This is an optimization exercise on Yosys and OpenROAD, whose aim is small area and a short achievable clock period, not a production implementation.
At most, simulation tests tie the RTL to the original design; equivalence was not proved.
Power is estimated from default activity; no workload was simulated.

## datapath
module datapath(datapath_in, vsel, writenum, write, readnum, clk, loada, loadb, shift, asel, bsel, ALUop, loadc, loads, datapath_out, Z_out);
Size in the first run: ~630 cells after synthesis, about 180 flip-flops, roughly 52 I/O pins, roughly 8300 sq um of cells after synthesis.
clock: 5.0 ns
lec_check: 0
cap_margin: 20
core_margin: 2
core_utilization: 65
gpl_timing_driven: 0
setup_slack_margin: 2.3
slew_margin: 20
synth_hierarchical: 1
synth_minimum_keep_size: 0
standard.sh (not shown) runs the stock make flow with config.mk's settings and CLKGATE_MAP_FILE= SYNTH_SCRIPT=/design/flow/synth_recipe.tcl, a recipe that flattens the netlist after the stock synthesis.
==> flow/flow/run.sh <==
#!/bin/bash
# Layout flow: the standard flow (standard.sh, unchanged synthesis) with
# smaller port buffers, smaller clock buffers and no dummy clock loads. Each tool's full output
# stays in orfs/logs/; make's own output goes to flow_make.log here.
set -euo pipefail
bash standard.sh \
  "BUFFER_PORTS_ARGS=-buffer_cell sky130_fd_sc_hd__buf_1" \
  "CTS_ARGS=-sink_clustering_enable -repair_clock_nets -dont_use_dummy_load -buf_list sky130_fd_sc_hd__clkbuf_8" \
  finish > flow_make.log 2>&1
Edit:
CORE_UTILIZATION = 60   (was 65)
GPL_TIMING_DRIVEN = not set   (was 0)
PLACE_DENSITY = 0.7   (was not set)
Utilization shrinks by 4.9 points.
Sequential cell count stays the same.
Clock power goes up slightly.

Another version of the RTL of datapath (not shown whole).
Size in the first run: ~180 flip-flops, ~52 I/O pins.
clock: 5.0 ns
lec_check: 0
cap_margin: 20
core_margin: 2
core_utilization: 65
setup_slack_margin: 2.6
slew_margin: 20
synth_hierarchical: 1
synth_minimum_keep_size: 0
==> flow/flow/run.sh <==
#!/bin/bash
# Layout flow: the standard flow (standard.sh, unchanged synthesis) with
# smaller port buffers and no dummy clock loads. Each tool's full output
# stays in orfs/logs/; make's own output goes to flow_make.log here.
set -euo pipefail
bash standard.sh \
  "BUFFER_PORTS_ARGS=-buffer_cell sky130_fd_sc_hd__buf_2" \
  "CTS_ARGS=-sink_clustering_enable -repair_clock_nets -dont_use_dummy_load" \
  finish > flow_make.log 2>&1
Change:
--- a/flow/flow/run.sh
+++ b/flow/flow/run.sh
@@ -6,4 +6,4 @@
 bash standard.sh \
   "BUFFER_PORTS_ARGS=-buffer_cell sky130_fd_sc_hd__buf_2" \
-  "CTS_ARGS=-sink_clustering_enable -repair_clock_nets -dont_use_dummy_load" \
+  "CTS_ARGS=-sink_clustering_enable -repair_clock_nets -dont_use_dummy_load -buf_list sky130_fd_sc_hd__clkbuf_8" \
   finish > flow_make.log 2>&1
SETUP_SLACK_MARGIN = 2.1   (was 2.6)
What happened:
- The new run passed the timing, DRC and antenna checks
- core utilization goes down by 5.1 points
- power fell by 12%
- non-clock buffer count is lower by 11
- final cell count decreases by 1.3%
- worst setup slack got worse by 0.12 ns
- global-route usage came out lower by 3.4 points
- sequential share of layout area rises by 3.4 points
- synthesized area does not change
- maximum frequency goes down by 4.0%

Another version of the RTL of datapath (not shown whole).
Size in the first run: roughly 680 cells after synthesis, roughly 180 flip-flops.
clock: 5.0 ns
lec_check: 0
cap_margin: 20
core_margin: 2
core_utilization: 65
setup_slack_margin: 2.0
slew_margin: 20
run.sh (not shown) runs the stock make flow with config.mk's settings and CLKGATE_MAP_FILE= SYNTH_SCRIPT=/design/flow/synth_recipe.tcl, a recipe that flattens the netlist after the stock synthesis.
Stock flow here: none of the scripts above is used.
The baseline completed without violations.
Rerun with:
--- a/flow/config.mk
+++ b/flow/config.mk
@@ -9,4 +9,3 @@
 export CORE_MARGIN = 2
 export CORE_UTILIZATION = 65
-export SETUP_SLACK_MARGIN = 2.0
 export SLEW_MARGIN = 20
The new run completed without violations.
Sequential share of layout area grows by 3.7 points.
Maximum frequency shrinks by 23%.
Count of clock-buffer cells in the layout stays the same.
Cell count shrinks by 3.5%.
Wire length shrinks by 6.5%.
Setup slack got worse by 1.0 ns.
Utilization shrinks by 6.0 points.
Power shrinks by 6.3%.
Rerun with:
--- a/flow/config.mk
+++ b/flow/config.mk
@@ -9,3 +9,4 @@
 export CORE_MARGIN = 2
 export CORE_UTILIZATION = 65
+export SETUP_SLACK_MARGIN = 2.6
 export SLEW_MARGIN = 20
The changed run completed with no timing, DRC or antenna violations.
Wire length climbs by 30%.
First-iteration DRC count is higher by about 40%.
Global-route usage went up by 6.1 points.
Cell area rose by about 12%.
Worst setup slack improved by 1.2 ns.
Total power climbs by about 7%.
Fmax goes up by about 35%.
Worst hold slack improves by 0.030 ns.
Sequential cell count does not change.
Cell count went up by about 5.5%.
Combinational power goes up by 36%.
No run of this note included a check of the RTL's function; only the layout flow was run.

== job 7358 ==
datapath with an RTL version that a note above also has.
For scale: ~52 I/O pins, ~8100 um2 of cells after synthesis.
clock: 5.0 ns
lec_check: 0
cap_margin: 20
core_margin: 2
core_utilization: 65
setup_slack_margin: 2.6
slew_margin: 20
synth_hierarchical: 1
synth_minimum_keep_size: 0
standard.sh (not shown) runs the stock make flow with config.mk's settings and CLKGATE_MAP_FILE= SYNTH_SCRIPT=/design/flow/synth_recipe.tcl, a recipe that flattens the netlist after the stock synthesis.
==> flow/flow/run.sh <==
#!/bin/bash
# Layout flow: the standard flow (standard.sh, unchanged synthesis) with
# smaller port buffers and no dummy clock loads. Each tool's full output
# stays in orfs/logs/; make's own output goes to flow_make.log here.
set -euo pipefail
bash standard.sh \
  "BUFFER_PORTS_ARGS=-buffer_cell sky130_fd_sc_hd__buf_2" \
  "CTS_ARGS=-sink_clustering_enable -repair_clock_nets -dont_use_dummy_load -buf_list sky130_fd_sc_hd__clkbuf_8" \
  finish > flow_make.log 2>&1
Inputs modified between job 7358 and job 2674:
- SETUP_SLACK_MARGIN changed from 2.6 to 3.0
diff --git a/flow/flow/run.sh b/flow/flow/run.sh
--- a/flow/flow/run.sh
+++ b/flow/flow/run.sh
@@ -7,3 +7,3 @@
   "BUFFER_PORTS_ARGS=-buffer_cell sky130_fd_sc_hd__buf_2" \
-  "CTS_ARGS=-sink_clustering_enable -repair_clock_nets -dont_use_dummy_load -buf_list sky130_fd_sc_hd__clkbuf_8" \
+  "CTS_ARGS=-sink_clustering_enable -repair_clock_nets -dont_use_dummy_load" \
   finish > flow_make.log 2>&1
- Looking at the reports, job 2674 completed the entire flow and the layout it produced met the timing, DRC and antenna checks.
- The beginning of the critical path comes out shift[1] in one run and shift[0] in the other, namely in job 2674 and job 7358 respectively.
- Sort job 7358 and job 2674 by number of ordinary and repair buffers in the finished layout asc -> top: job 7358
- When job 2674 is set beside job 7358, its global-route usage turns out to be 0.18 points larger.
- The lower final cell count without fillers of job 7358 and job 2674 is in job 7358.
- Cmp job 2674 vs job 7358: combinational group power higher in job 2674
- Going from job 7358 to job 2674, met3 routed wirelength grew by a little under 10%.
- The via total after detailed routing of job 2674 exceeds that of job 7358 by 215.
- Compared with job 7358, job 2674 shows post-CTS setup repair buffer count that has gone up by a few percent.
Input changes introduced in job 1756 (baseline for comparison: job 2674):
- CTS_BUF_LIST newly set to sky130_fd_sc_hd__clkbuf_4
- SETUP_SLACK_MARGIN changed from 3.0 to 2.6
Results
Compare job 1756 and job 2674 | worst hold slack higher: job 2674
Final cell count without fillers came out lower on job 1756 than on job 2674.
Relative to job 2674, the leakage power measured on job 1756 has decreased by a few percent.
Re growth of design area from synthesis to finish: job 1756 and job 2674 aren't equal, and the higher value belongs to job 2674.
Between job 1756 and job 2674, the difference in clock latency on the worst-skew pair is negligible.
[compare] base=job 2674 new=job 1756: worst slack at placement went up 0.067 ns; switching part of the total saw little to no change.
Job 1756 ends up with a post-CTS setup buffer count that is 3.1% higher than in job 2674.

== run A ==
datapath with an RTL version that a note above also has.
Size: about 630 cells after synthesis, ~180 flip-flops, roughly 52 I/O pins, roughly 8300 um^2 of cells after synthesis.
Settings: LEC_CHECK=0, CAP_MARGIN=20, CORE_MARGIN=2, CORE_UTILIZATION=75, SETUP_SLACK_MARGIN=2.3, SLEW_MARGIN=20, SYNTH_HIERARCHICAL=1, SYNTH_MINIMUM_KEEP_SIZE=0; clock period 5.0 ns.
==> flow/flow/run.sh <==
#!/bin/bash
# Layout flow: the standard flow (standard.sh, unchanged synthesis) with
# smaller port buffers, smaller clock buffers and no dummy clock loads. Each tool's full output
# stays in orfs/logs/; make's own output goes to flow_make.log here.
set -euo pipefail
bash standard.sh \
  "BUFFER_PORTS_ARGS=-buffer_cell sky130_fd_sc_hd__buf_2" \
  "CTS_ARGS=-sink_clustering_enable -repair_clock_nets -dont_use_dummy_load -buf_list sky130_fd_sc_hd__clkbuf_8" \
  finish > flow_make.log 2>&1
Input-level comparison between run B and run A:
Settings: CORE_UTILIZATION now 55, was 75.
diff --git a/flow/flow/run.sh b/flow/flow/run.sh
--- a/flow/flow/run.sh
+++ b/flow/flow/run.sh
@@ -7 +7 @@
-  "BUFFER_PORTS_ARGS=-buffer_cell sky130_fd_sc_hd__buf_2" \
+  "BUFFER_PORTS_ARGS=-buffer_cell sky130_fd_sc_hd__buf_1" \
## What came out
- Setup WNS run A -> run B: better
- Run B ended with less portion of total power attributed to combinational logic than run A.
- Run B ends up with lower routed wire length than run A does.
## Diff of input files: run C against run B
Settings: CORE_UTILIZATION changed from 55 to 65.
Findings:
- Against run B as the reference, run C delivers a lower total design power.
- Run C vs. run B: met1 demand-to-capacity share in global routing climbed 6.3 points, leakage power summed over all cells dropped 0.00014 uW, relative max-transition margin climbed 3.6 points, total core area dropped 15%, total instance count after detailed placement dropped 1.4%.
- On horizontal extent of the die: run C sits below run B.

## raven
Starting RTL as in the previous note.
==> flow/config.mk <==
export PLATFORM = sky130hd
export DESIGN_NAME = datapath
export DESIGN_NICKNAME = datapath
export VERILOG_FILES = /design/flow/design.v
export SDC_FILE = /design/flow/constraint.sdc
export NUM_CORES = 4
export LEC_CHECK = 0
export CAP_MARGIN = 20
export CORE_MARGIN = 2
export CORE_UTILIZATION = 65
export SETUP_SLACK_MARGIN = 2.6
export SLEW_MARGIN = 20
export SYNTH_HIERARCHICAL = 1
export SYNTH_MINIMUM_KEEP_SIZE = 0
==> flow/constraint.sdc <==
create_clock -name core_clock -period 5.0 [get_ports {clk}]
set_input_delay 1.0000 -clock core_clock [delete_from_list [all_inputs] [get_ports {clk}]]
set_output_delay 1.0000 -clock core_clock [all_outputs]
set_load 0.01 [all_outputs]
==> flow/flow/run.sh <==
#!/bin/bash
# Layout flow: the standard flow (standard.sh, unchanged synthesis) with
# smaller port buffers, smaller clock buffers and no dummy clock loads. Each tool's full output
# stays in orfs/logs/; make's own output goes to flow_make.log here.
set -euo pipefail
bash standard.sh \
  "BUFFER_PORTS_ARGS=-buffer_cell sky130_fd_sc_hd__buf_2" \
  "CTS_ARGS=-sink_clustering_enable -repair_clock_nets -dont_use_dummy_load -buf_list sky130_fd_sc_hd__clkbuf_8" \
  finish > flow_make.log 2>&1
> inputs changed (raven -> xenon)
# raven
export LEC_CHECK = 0
export CAP_MARGIN = 20
export CORE_MARGIN = 2
export CORE_UTILIZATION = 65
export SETUP_SLACK_MARGIN = 2.6
export SLEW_MARGIN = 20
export SYNTH_HIERARCHICAL = 1
export SYNTH_MINIMUM_KEEP_SIZE = 0
create_clock -name core_clock -period 5.0 [get_ports {clk}]
# xenon
export LEC_CHECK = 0
export CAP_MARGIN = 20
export CORE_MARGIN = 2
export CORE_UTILIZATION = 65
export SETUP_SLACK_MARGIN = 2.3
export SLEW_MARGIN = 20
export SYNTH_HIERARCHICAL = 1
export SYNTH_MINIMUM_KEEP_SIZE = 0
create_clock -name core_clock -period 5.0 [get_ports {clk}]
Notes after the runs:
xenon vs. raven: part of the power in combinational logic -2.5 points; fraction of area in registers now larger. Compared with raven, xenon instantiates a smaller number of cells. Going from raven to xenon, total length of routed wires shrinks by about 8%. Delta(critical path required time, xenon - raven) < 0. Number of synthesized flops with an enable pin: raven vs xenon identical.
For willow, these inputs were changed with respect to xenon:
diff --git a/flow/flow/run.sh b/flow/flow/run.sh
--- a/flow/flow/run.sh
+++ b/flow/flow/run.sh
@@ -7,3 +7,3 @@
   "BUFFER_PORTS_ARGS=-buffer_cell sky130_fd_sc_hd__buf_2" \
-  "CTS_ARGS=-sink_clustering_enable -repair_clock_nets -dont_use_dummy_load -buf_list sky130_fd_sc_hd__clkbuf_8" \
+  "CTS_ARGS=-sink_clustering_enable -repair_clock_nets -dont_use_dummy_load -buf_list sky130_fd_sc_hd__clkbuf_8 -sink_clustering_size 30 -sink_clustering_max_diameter 100" \
   finish > flow_make.log 2>&1
## What came out
- Comparing willow against xenon, there is no change at all in count of clock-buffer cells in the layout.
- Comparing willow against xenon, there is no change at all in fmax.
- Reported for willow and xenon, cell area turned out identical to the last digit.
- On global-route usage over all layers, willow and xenon are neck and neck.
- As far as number of synthesized register bits goes, xenon and willow are indistinguishable; the numbers are identical.
- From willow to xenon, met3 usage did not move at all.

Starting RTL as in the previous note.
export LEC_CHECK = 0
export CAP_MARGIN = 20
export CORE_MARGIN = 2
export CORE_UTILIZATION = 65
export SETUP_SLACK_MARGIN = 2.2
export SLEW_MARGIN = 20
export SYNTH_HIERARCHICAL = 1
export SYNTH_MINIMUM_KEEP_SIZE = 0
create_clock -name core_clock -period 5.0 [get_ports {clk}]
==> flow/flow/run.sh <==
#!/bin/bash
# Layout flow: the standard flow (standard.sh, unchanged synthesis) with
# smaller port buffers, smaller clock buffers and no dummy clock loads. Each tool's full output
# stays in orfs/logs/; make's own output goes to flow_make.log here.
set -euo pipefail
bash standard.sh \
  "BUFFER_PORTS_ARGS=-buffer_cell sky130_fd_sc_hd__buf_1" \
  "CTS_ARGS=-sink_clustering_enable -repair_clock_nets -dont_use_dummy_load -buf_list sky130_fd_sc_hd__clkbuf_8" \
  finish > flow_make.log 2>&1
Edit:
SETUP_SLACK_MARGIN = 2.45   (was 2.2)
The new run finished with timing, DRC and antenna clean.
Setup slack improved by 210 ps.
Total power increases by 3.8%.
Via count increases by 2.7%.
Area after synthesis is unchanged.
Sequential share of layout area decreases by 3.2 points.
Core utilization increases by 4.7 points.
Final cell count increases by 2.6%.
First-iteration DRC count decreases by 15%.
Final area increases by 6.3%.
Critical path depth decreases by 1.

## static timing again, ports no longer ideal
No port has a modelled driver above. Below, the same layouts with a new extraction and two added sets of constraints. Step 1 assumes that a clkbuf_16 drives the clock port and a buf_2 every other input. Step 2 times the ports against the registers' clock, not the clock port: input delays grow and output delays shrink by t, the midpoint of the rising clock arrivals with the driver on. Slacks: no drivers / after step 1 / after step 2; pairs: no drivers / after step 1.
run	t (ns)	setup WS [ns]	worst setup path at the end
the first run of note 1	0.482	2.362 / 2.354 / 1.872	input to register
the second run of note 1	0.463	2.363 / 2.353 / 1.890	input to register
the first run of note 2	0.470	2.235 / 2.233 / 1.763	input to register
the second run of note 2	0.468	2.119 / 2.123 / 1.655	input to register
the first run of note 3	0.467	1.614 / 1.495 / 1.028	input to register
the second run of note 3	0.472	0.581 / 0.598 / 0.126	input to register
the third run of note 3	0.478	1.732 / 1.617 / 1.139	input to register
job 7358	0.489	2.259 / 2.248 / 1.760	input to register
job 2674	0.463	2.217 / 2.205 / 1.743	input to register
job 1756	0.470	2.235 / 2.233 / 1.763	input to register
run A	0.481	2.127 / 2.143 / 1.663	input to register
run B	0.460	2.362 / 2.327 / 1.867	input to register
run C	0.474	2.359 / 2.371 / 1.898	input to register
raven	0.471	2.484 / 2.471 / 2.000	input to register
xenon	0.467	2.326 / 2.311 / 1.845	input to register
willow	0.467	2.326 / 2.311 / 1.845	input to register
the first run of note 7	0.475	2.240 / 2.224 / 1.750	input to register
the second run of note 7	0.477	2.449 / 2.396 / 1.919	input to register
After both steps setup and hold are still met in every run listed. For the third run of note 3, which loses most, drivers alone change the setup slack by -0.115 ns; drivers and shift together by -0.593 ns.
